This is an optimization exercise on Yosys and OpenROAD, whose aim is a short achievable clock period and few clock cycles, not a production implementation. In this exercise RTL edits were held to simulation tests only and were not proved equivalent to the original. The flow treats the clock pin as an ideal source. Dropping or thinning the clock tree relies on that and would not hold on a real chip. Power figures rest on the tool's default switching activity, not on a simulated workload.

build 41:
==> flow/design.v <==
`timescale 1ns/1ns
module reduction
#(
    parameter SOURCE_WIDTH = 640,
    parameter SOURCE_HEIGHT = 480,
    parameter SOURCE_DATA_WIDTH = 1,
    parameter SOURCE_ADDR_WIDTH = 19,
    parameter DEST_ADDR_WIDTH = 17,
    parameter DEST_DATA_WIDTH = 1
)
(
    input clk,
    input resetn,
    input go,
    input [SOURCE_DATA_WIDTH-1:0] source_data,
    output reg [SOURCE_ADDR_WIDTH-1:0] source_addr,
    output reg [DEST_ADDR_WIDTH-1:0] dest_addr,
    output reg [DEST_DATA_WIDTH-1:0] dest_data,
    output reg dest_write_enable,
    output reg done
);
    localparam AW = SOURCE_ADDR_WIDTH;
    localparam DW = DEST_ADDR_WIDTH;
    localparam BOXES_PER_ROW = SOURCE_WIDTH / 2;
    localparam NBOX = (SOURCE_WIDTH * SOURCE_HEIGHT) / 4;
    reg started;
    reg          v0, v1, v2;
    reg [1:0]    k0, k1, k2;
    reg [AW-2:0] s0, s1, s2;
    reg [DW-1:0] d0, d1, d2;
    reg [AW-1:0] ca2;        
    reg          dq;         
    reg [AW-2:0] ns;         
    reg [AW-2:0] rs;         
    reg [DW-1:0] nd;
    reg [8:0]    col;
    reg          lastcol, lastbox, exhausted;
    wire fin   = ~v2 | ~dq | (k2 == 2'd3);
    wire alloc = fin & started & ~exhausted;
    wire [AW-1:0] tl1 = {s1, 1'b0};
    wire [AW-1:0] bl1 = tl1 + SOURCE_WIDTH;
    always @(posedge clk) begin
        if (!resetn)
            started <= 1'b0;
        else if (go)
            started <= 1'b1;
    end
    always @(posedge clk) begin
        v1 <= v0; k1 <= k0; s1 <= s0; d1 <= d0;
        v2 <= v1; k2 <= k1; s2 <= s1; d2 <= d1;
        case (k1)
            2'd0:    ca2 <= bl1 | 1'b1;      
            2'd1:    ca2 <= tl1 | 1'b1;      
            default: ca2 <= bl1;             
        endcase
        dq <= source_data[0];
        if (fin) begin
            v0 <= alloc;
            k0 <= 2'd0;
            s0 <= ns;
            d0 <= nd;
            source_addr <= {ns, 1'b0};
        end else begin
            v0 <= 1'b1;
            k0 <= k2 + 2'd1;
            s0 <= s2;
            d0 <= d2;
            source_addr <= ca2;
        end
        dest_addr <= d2;
        dest_data <= dq;
        dest_write_enable <= v2 & (~dq | (k2 == 2'd3));
        if (!resetn) begin
            v0 <= 1'b0;
            v1 <= 1'b0;
            v2 <= 1'b0;
            dest_write_enable <= 1'b0;
        end
    end
    always @(posedge clk) begin
        if (!started) begin
            ns <= 0;
            rs <= SOURCE_WIDTH;
            nd <= 0;
            col <= 0;
            lastcol <= 1'b0;
            lastbox <= 1'b0;
            exhausted <= 1'b0;
        end else if (alloc) begin
            nd <= nd + 1'b1;
            if (lastcol) begin
                ns <= rs;
                rs <= rs + SOURCE_WIDTH;
                col <= 0;
                lastcol <= 1'b0;
            end else begin
                ns <= ns + 1'b1;
                col <= col + 1'b1;
                lastcol <= (col == BOXES_PER_ROW - 2);
            end
            lastbox <= (nd == NBOX - 2);
            exhausted <= lastbox;
        end
    end
    always @(posedge clk) begin
        if (!resetn)
            done <= 1'b0;
        else
            done <= started & exhausted & ~v0 & ~v1 & ~v2;
    end
endmodule
export LEC_CHECK = 0
export ABC_CLOCK_PERIOD_IN_PS = 10000
export CAP_MARGIN = 20
export CORE_MARGIN = 2
export CORE_UTILIZATION = 40
export PLACE_DENSITY = 0.6
export SLEW_MARGIN = 20
create_clock -name core_clock -period 13.0 [get_ports {clk}]
standard.sh (not shown) runs the stock make flow with config.mk's settings and CLKGATE_MAP_FILE= SYNTH_SCRIPT=/design/flow/synth_recipe.tcl, a recipe that flattens the netlist after the stock synthesis.
==> flow/flow/run.sh <==
#!/bin/bash
# Standard synthesis and placement; a hand-built two-level clock tree with
# timing repair aiming for a wide setup margin (flow/cts.tcl) in place of
# ORFS's CTS step; then ORFS's routing and finishing with the same margin.
# The design's clock and constraints are unchanged.
set -euo pipefail
MARGIN=9.9
bash standard.sh synth > synth.log 2>&1
bash standard.sh place > place.log 2>&1
export RESULTS=$PWD/orfs/results/sky130hd/reduction/base
export FLOWDIR=$PWD/flow
export MARGIN CTS_NTOP=4 CTS_NLEAF=12 CTS_TOP_BUF=sky130_fd_sc_hd__clkinv_16 CTS_LEAF_BUF=sky130_fd_sc_hd__clkinv_8
export DONT_USE="sky130_fd_sc_hd__probe_p_8 sky130_fd_sc_hd__probec_p_8 sky130_fd_sc_hd__lpflow_*"
openroad -no_init -exit flow/cts.tcl > cts.log 2>&1
bash standard.sh SETUP_SLACK_MARGIN=$MARGIN finish > finish.log 2>&1
==> flow/flow/cts.tcl <==
# Clock tree and timing repair in place of ORFS's CTS step: reads the placed
# design, builds a two-level clock tree by hand (mcts.tcl), repairs setup
# with a wide margin and then hold, and writes ORFS's 4_1_cts.odb and 4_cts.sdc.
set P $::env(FLOW_HOME)/platforms/sky130hd
set R $::env(RESULTS)
read_lef $P/lef/sky130_fd_sc_hd.tlef
read_lef $P/lef/sky130_fd_sc_hd_merged.lef
read_liberty $P/lib/sky130_fd_sc_hd__tt_025C_1v80.lib
read_db $R/3_place.odb
read_sdc $R/3_place.sdc
source $P/setRC.tcl
set_dont_use $::env(DONT_USE)

source $::env(FLOWDIR)/mcts.tcl
manual_cts $::env(CTS_NTOP) $::env(CTS_NLEAF) $::env(CTS_TOP_BUF) $::env(CTS_LEAF_BUF)
detailed_placement
set_propagated_clock [all_clocks]
estimate_parasitics -placement
report_clock_latency
report_checks -path_delay max -format full_clock_expanded

repair_timing -setup -setup_margin $::env(MARGIN) -repair_tns 100 -verbose
detailed_placement
estimate_parasitics -placement
repair_timing -hold -hold_margin 0.05 -verbose
detailed_placement
check_placement -verbose
estimate_parasitics -placement
report_clock_latency
report_checks -path_delay max -format full_clock_expanded
report_checks -path_delay max -group_path_count 5
report_checks -path_delay min

write_db $R/4_1_cts.odb
write_sdc $R/4_cts.sdc
Other scripts of this flow, unchanged in this note and not shown: flow/flow/mcts.tcl
Testbench counts of build 41, summed over its fixed seeds: cycles 561,903.
## Diff of input files: build 64 against build 41
# build 41
export LEC_CHECK = 0
export ABC_CLOCK_PERIOD_IN_PS = 10000
export CAP_MARGIN = 20
export CORE_MARGIN = 2
export CORE_UTILIZATION = 40
export PLACE_DENSITY = 0.6
export SLEW_MARGIN = 20
create_clock -name core_clock -period 13.0 [get_ports {clk}]
# build 64
export LEC_CHECK = 0
export ABC_CLOCK_PERIOD_IN_PS = 10000
export CAP_MARGIN = 20
export CORE_MARGIN = 2
export CORE_UTILIZATION = 70
export PLACE_DENSITY = 0.85
export SLEW_MARGIN = 20
create_clock -name core_clock -period 13.0 [get_ports {clk}]
-- flow/flow/run.sh --
<<< build 41, line 11
export FLOWDIR=$PWD/flow
export MARGIN CTS_NTOP=4 CTS_NLEAF=12 CTS_TOP_BUF=sky130_fd_sc_hd__clkinv_16 CTS_LEAF_BUF=sky130_fd_sc_hd__clkinv_8
export DONT_USE="sky130_fd_sc_hd__probe_p_8 sky130_fd_sc_hd__probec_p_8 sky130_fd_sc_hd__lpflow_*"
>>> build 64, line 11
export FLOWDIR=$PWD/flow
export MARGIN CTS_NTOP=4 CTS_NLEAF=24 CTS_TOP_BUF=sky130_fd_sc_hd__clkinv_16 CTS_LEAF_BUF=sky130_fd_sc_hd__clkinv_4
export DONT_USE="sky130_fd_sc_hd__probe_p_8 sky130_fd_sc_hd__probec_p_8 sky130_fd_sc_hd__lpflow_*"
Findings:
For the final critical-path required period, build 64 came in 0.011 ns lower than build 41 did.
Build 41 → build 64: number of placed cells counting well taps decreased by 94 relative to the old numbers; reg2reg setup slack decreased by 0.08 ns relative to the old numbers; power increased by 0.68% relative to the old numbers; final HPWL from detailed placement increased by 7.8% relative to the old numbers; setup slack increased by 0.011 ns relative to the old numbers.
#### Input delta (build 94 over build 64)
# build 64
export LEC_CHECK = 0
export ABC_CLOCK_PERIOD_IN_PS = 10000
export CAP_MARGIN = 20
export CORE_MARGIN = 2
export CORE_UTILIZATION = 70
export PLACE_DENSITY = 0.85
export SLEW_MARGIN = 20
create_clock -name core_clock -period 13.0 [get_ports {clk}]
# build 94
export LEC_CHECK = 0
export ABC_CLOCK_PERIOD_IN_PS = 10000
export CAP_MARGIN = 20
export CORE_MARGIN = 2
export CORE_UTILIZATION = 60
export PLACE_DENSITY = 0.75
export SLEW_MARGIN = 20
create_clock -name core_clock -period 13.0 [get_ports {clk}]
[summary]
Die area, build 64 and build 94: lower on build 64. Build 94 vs build 64 — sequential share of layout area rose 0.16 points. Clock share of power was lower in build 94 than in build 64. Compared with build 64, in build 94 final cycle utilization of the critical path stayed essentially flat, post-layout instance area decreased by about 0.5% relative to the old numbers. For build 94, the termination of the worst setup path was source_addr[1], unlike build 64, where it was source_addr[3]. On power per cell area, build 64 and build 94 are basically level. Compare build 64 and build 94 | area added between synthesis and finish higher: build 64.
### build 94 -> build 8
# build 94
export LEC_CHECK = 0
export ABC_CLOCK_PERIOD_IN_PS = 10000
export CAP_MARGIN = 20
export CORE_MARGIN = 2
export CORE_UTILIZATION = 60
export PLACE_DENSITY = 0.75
export SLEW_MARGIN = 20
create_clock -name core_clock -period 13.0 [get_ports {clk}]
# build 8
export LEC_CHECK = 0
export ABC_CLOCK_PERIOD_IN_PS = 10000
export CAP_MARGIN = 20
export CORE_MARGIN = 2
export CORE_UTILIZATION = 40
export PLACE_DENSITY = 0.6
export SLEW_MARGIN = 20
create_clock -name core_clock -period 13.0 [get_ports {clk}]
-- flow/flow/run.sh --
<<< build 94, line 11
export FLOWDIR=$PWD/flow
export MARGIN CTS_NTOP=4 CTS_NLEAF=24 CTS_TOP_BUF=sky130_fd_sc_hd__clkinv_16 CTS_LEAF_BUF=sky130_fd_sc_hd__clkinv_4
export DONT_USE="sky130_fd_sc_hd__probe_p_8 sky130_fd_sc_hd__probec_p_8 sky130_fd_sc_hd__lpflow_*"
>>> build 8, line 11
export FLOWDIR=$PWD/flow
export MARGIN CTS_NTOP=4 CTS_NLEAF=16 CTS_TOP_BUF=sky130_fd_sc_hd__clkinv_16 CTS_LEAF_BUF=sky130_fd_sc_hd__clkinv_8
export DONT_USE="sky130_fd_sc_hd__probe_p_8 sky130_fd_sc_hd__probec_p_8 sky130_fd_sc_hd__lpflow_*"
Results
Total area of multi-input combinational cells in build 8 is 8.8 um2 above build 94. Compared with build 94, build 8 shows a slack of the critical path that is 0.0060 ns lower. Build 94 -> build 8: total power increased by a few percent. Of build 94 and build 8, the lower half-perimeter wire length after detailed placement belongs to build 94. Between build 94 and build 8, the combinational share of power figures differ only marginally. Compared with build 94, build 8 shows a worst-margin pin slew that is 0.045 ns higher. Build 8 ended with every stage complete and zero timing, DRC or antenna violations.
In every run of this note, the design's own scripts or RTL, not TritonCTS, make the clock network.

[re-timing with driven ports]
How much do the figures lean on ideal ports? The routed layouts below were timed once more, with nothing changed but the port constraints.
Step 1 assumes that a clkbuf_16 drives the clock port and a buf_2 every other input.
Step 2 times the ports against the registers' clock, not the clock port: input delays grow and output delays shrink by t, the midpoint of the rising clock arrivals with the driver on.
Three values: no drivers, after step 1, after step 2; two values: the first two.
run	t (ns)	slack for setup (ns)	hold WS [ns]	worst setup path after step 2
build 41	0.352	9.810 / 9.599 / 9.824	0.326 / 0.326 / 0.326	input to register
build 64	0.341	9.820 / 9.613 / 9.800	0.320 / 0.321 / 0.321	input to register
build 94	0.342	9.829 / 9.622 / 9.818	0.320 / 0.321 / 0.321	input to register
build 8	0.364	9.823 / 9.604 / 9.793	0.308 / 0.307 / 0.307	input to register
After both steps setup and hold are still met in every run listed. The setup slack of build 8, which loses most, moves by -0.219 ns with the drivers and by -0.030 ns with both steps.
